Context: an optimization exercise on an open-source flow, tuned for small area. The choices shown serve that exercise and are no tape-out recipe.
The RTL was checked by simulation tests, not by an equivalence proof against the original design.
Power is estimated from default activity; no workload was simulated.

==> inputs of willow <==
Design mc6809is, start of the top module:
module mc6809is
#(
    parameter ILLEGAL_INSTRUCTIONS="GHOST"
) 
(
    input   CLK,
    input   fallE_en,
    input   fallQ_en,
    input   [7:0]  D,
    output  [7:0]  DOut,
    output  [15:0] ADDR,
    output  RnW,
    output  BS,
    output  BA,
    input   nIRQ,
    input   nFIRQ,
    input   nNMI,
    output  AVMA,
    output  BUSY,
    output  LIC,
    input   nHALT,
    input   nRESET,
    input   nDMABREQ,
    output  [111:0] RegData
);
Settings: LEC_CHECK=0, ABC_AREA=1, CAP_MARGIN=20, CORE_MARGIN=2, CORE_UTILIZATION=30, GPL_TIMING_DRIVEN=0, PLACE_DENSITY=0.45, SETUP_SLACK_MARGIN=0.8, SLEW_MARGIN=20; clock period 10.0 ns.
standard.sh (not shown) runs the stock make flow with config.mk's settings and CLKGATE_MAP_FILE= SYNTH_SCRIPT=/design/flow/synth_recipe.tcl, a recipe that flattens the netlist after the stock synthesis.
==> flow/flow/run.sh <==
#!/bin/bash
# The standard layout (standard.sh) with three changes:
#  - synthesis maps the logic with flow/abc_area3.script (see flow/synth.tcl); the rest of the
#    synthesis is the standard flow's own (synth_recipe.tcl), so registers keep their names and cells;
#  - the buffers abc put in are removed at floorplan (REMOVE_ABC_BUFFERS), so the resizer
#    buffers the netlist itself;
#  - every input and output port gets a buf_1 instead of the default clkdlybuf4s50_1.
# All tool output goes to standard.log here and to ORFS's own logs under orfs/logs.
set -euo pipefail
export FLOW_WORK="$PWD"
export FLOW_ABC_SCRIPT="$PWD/flow/abc_area3.script"
export BUFFER_PORTS_ARGS="-buffer_cell sky130_fd_sc_hd__buf_1"
export REMOVE_ABC_BUFFERS=1
bash standard.sh "SYNTH_SCRIPT=$PWD/flow/synth.tcl" finish > standard.log 2>&1
==> flow/flow/abc_area3.script <==
strash
ifraig
dc2
dch -f
amap
strash
dc2
dch -f
amap
strash
dch -f
amap
topo
stime -c
buffer -c
dnsize -c
==> flow/flow/synth.tcl <==
# The standard flow's synthesis script (synth_recipe.tcl, in the work folder), with one change: abc maps the
# logic with flow/abc_area3.script, three rounds of AIG optimisation and area-oriented
# standard-cell mapping (amap), instead of ORFS's abc_area.script. Registers are mapped before
# abc and are untouched by it.
proc abc {args} {
  set i [lsearch -exact $args -script]
  if {$i >= 0} { lset args [expr {$i + 1}] $::env(FLOW_ABC_SCRIPT) }
  yosys abc {*}$args
}
source $::env(FLOW_WORK)/synth_recipe.tcl
==> amber: changes against willow <==
--- a/flow/design.v
+++ b/flow/design.v
@@ -258,19 +258,19 @@
             newinst = {topnyb, 4'HA};
     end
     MapInstruction = newinst;
 end
 endfunction
 wire [7:0] MappedInstruction = MapInstruction(D);
 wire    [15:0]  inc_out = pc + 16'H1;
 assign  pc_p1 = inc_out;
-reg     old_sample;      
 always @(posedge CLK)
 begin
+	reg old_sample;
 	old_sample <= NMISample2;
     if (rnRESET == 0) NMILatched <= 1;
     else if (wNMIClear == 1) NMILatched <= 1;
     else if(old_sample & ~NMISample2) NMILatched <= NMIMask;
 end
 always @(posedge CLK)
 begin
 	if(fallQ_en) begin
@@ -821,23 +821,40 @@
 localparam TYPE_EXTENDED   =  3'd5;
 localparam TYPE_INVALID    =  3'd7;
 function [2:0] addressing_mode_type(input   [7:0] inst);
 begin
     casex (inst)
     8'b0000???? :                 addressing_mode_type   =  TYPE_DIRECT;
     8'b0001???? :
     begin
-        addressing_mode_type   =  TYPE_INVALID;
-        if ((inst[3:0] == 4'b0010) || (inst[3:0] == 4'b0011) || (inst[3:0] == 4'b1001) || (inst[3:0] == 4'b1101))
+        casex (inst[3:0])
+        4'b0010:
             addressing_mode_type   =  TYPE_INHERENT;
-        if ((inst[3:0] == 4'b0110) || (inst[3:0] == 4'b0111))
+        4'b0011:
+            addressing_mode_type   =  TYPE_INHERENT;
+        4'b1001:
+            addressing_mode_type   =  TYPE_INHERENT;
+        4'b1101:
+            addressing_mode_type   =  TYPE_INHERENT;
+        4'b0110:
+            addressing_mode_type   =  TYPE_RELATIVE;
+        4'b0111:
             addressing_mode_type   =  TYPE_RELATIVE;
-        if ((inst[3:0] == 4'b1010) || (inst[3:0] == 4'b1100) || (inst[3:0] == 4'b1110) || (inst[3:0] == 4'b1111))
+        4'b1010:
             addressing_mode_type   =  TYPE_IMMEDIATE;
+        4'b1100:
+            addressing_mode_type   =  TYPE_IMMEDIATE;
+        4'b1110:
+            addressing_mode_type   =  TYPE_IMMEDIATE;
+        4'b1111:
+            addressing_mode_type   =  TYPE_IMMEDIATE;
+        default:
+            addressing_mode_type   =  TYPE_INVALID;
+        endcase
     end
     8'b0010????:                     addressing_mode_type   =  TYPE_RELATIVE;
     8'b0011????:
     begin
         casex(inst[3:0])
         4'b00??:
             addressing_mode_type   =  TYPE_INDEXED;
         4'b01??:
==> flow/flow/run.sh (replaced) <==
#!/bin/bash
# The standard layout, with two changes: a small buffer (buf_1) on every input and output
# port instead of the default clkdlybuf4s50_1, and the buffers that synthesis (abc) put in
# are taken out at floorplan, so that the resizer buffers the netlist from scratch. All tool
# output goes to standard.log here and to ORFS's own logs under orfs/logs.
set -euo pipefail
export BUFFER_PORTS_ARGS="-buffer_cell sky130_fd_sc_hd__buf_1"
export REMOVE_ABC_BUFFERS=1
bash standard.sh finish > standard.log 2>&1
removed: flow/flow/abc_area3.script
removed: flow/flow/synth.tcl
==> run notes <==
| quantity | willow | amber |
|---|---|---|
| Leakage power | 9.322 nW | 11.51 nW |
| Synthesized-area fraction occupied by and/or/nand/nor cells | 25.66% | 33.79% |
| Combinational power | 1.78 mW | 1.88 mW |
| Post-synthesis share of cell area spent on full adders, half adders and majority gates | 3.317% | 2.925% |
| Source of the worst register-to-register timing path | CpuState[6] | CpuState[5] |
| Unique masters post-synth | 67 | 72 |
| Worst setup margin | 0.4782 ns | 0.8395 ns |
| Met3 wire length | 28.93 mm | 26.88 mm |
| Seq group | 976 uW | 997 uW |
| Run status | finished clean | finished clean |
| Reg2reg path depth | 40 | 25 |
| Global placer's final weighted congestion | 1.128 | 1.072 |
| Number of instances in the placed design | 4030 | 4931 |
| Final core utilization | 37.01% | 33.91% |
| Part of the power in registers | 27.6% | 26.8% |
| Source of the critical timing path | D[2] | CpuState[5] |
| Cell area after layout | 25470 sq um | 26870 sq um |
| Total area of sequential cells | 5776 sq um | 5836 sq um |
| Antenna diodes | 8 | 16 |

-- what the ideal ports hide --
Ports are ideal in the flow. The routed layouts listed here were re-timed in OpenROAD.
Step 1 (the two cells are an assumption about what drives the block):
set clk [get_ports {CLK}]
set_driving_cell -lib_cell sky130_fd_sc_hd__clkbuf_16 $clk
set_driving_cell -lib_cell sky130_fd_sc_hd__buf_2 [delete_from_list [all_inputs] $clk]
Step 2 also shifts input and output timing later by t, the mid clock arrival at the registers, as if the neighbouring blocks saw the same clock.
Slacks: ideal / step 1 / step 2; pairs: ideal / step 1.
| run | t, ns | setup slack, ns | worst setup path at the end | pins driven straight from the clock port |
|---|---|---|---|---|
| willow | 0.612 | 0.478 / 0.525 / -0.087 | input to register | 1 |
| amber | 0.611 | 0.839 / 0.839 / 0.354 | input to register | 1 |
With both steps, setup timing fails in willow, where it was met with ideal ports. For willow, which loses most, drivers alone change the setup slack by +0.047 ns; drivers and shift together by -0.565 ns.
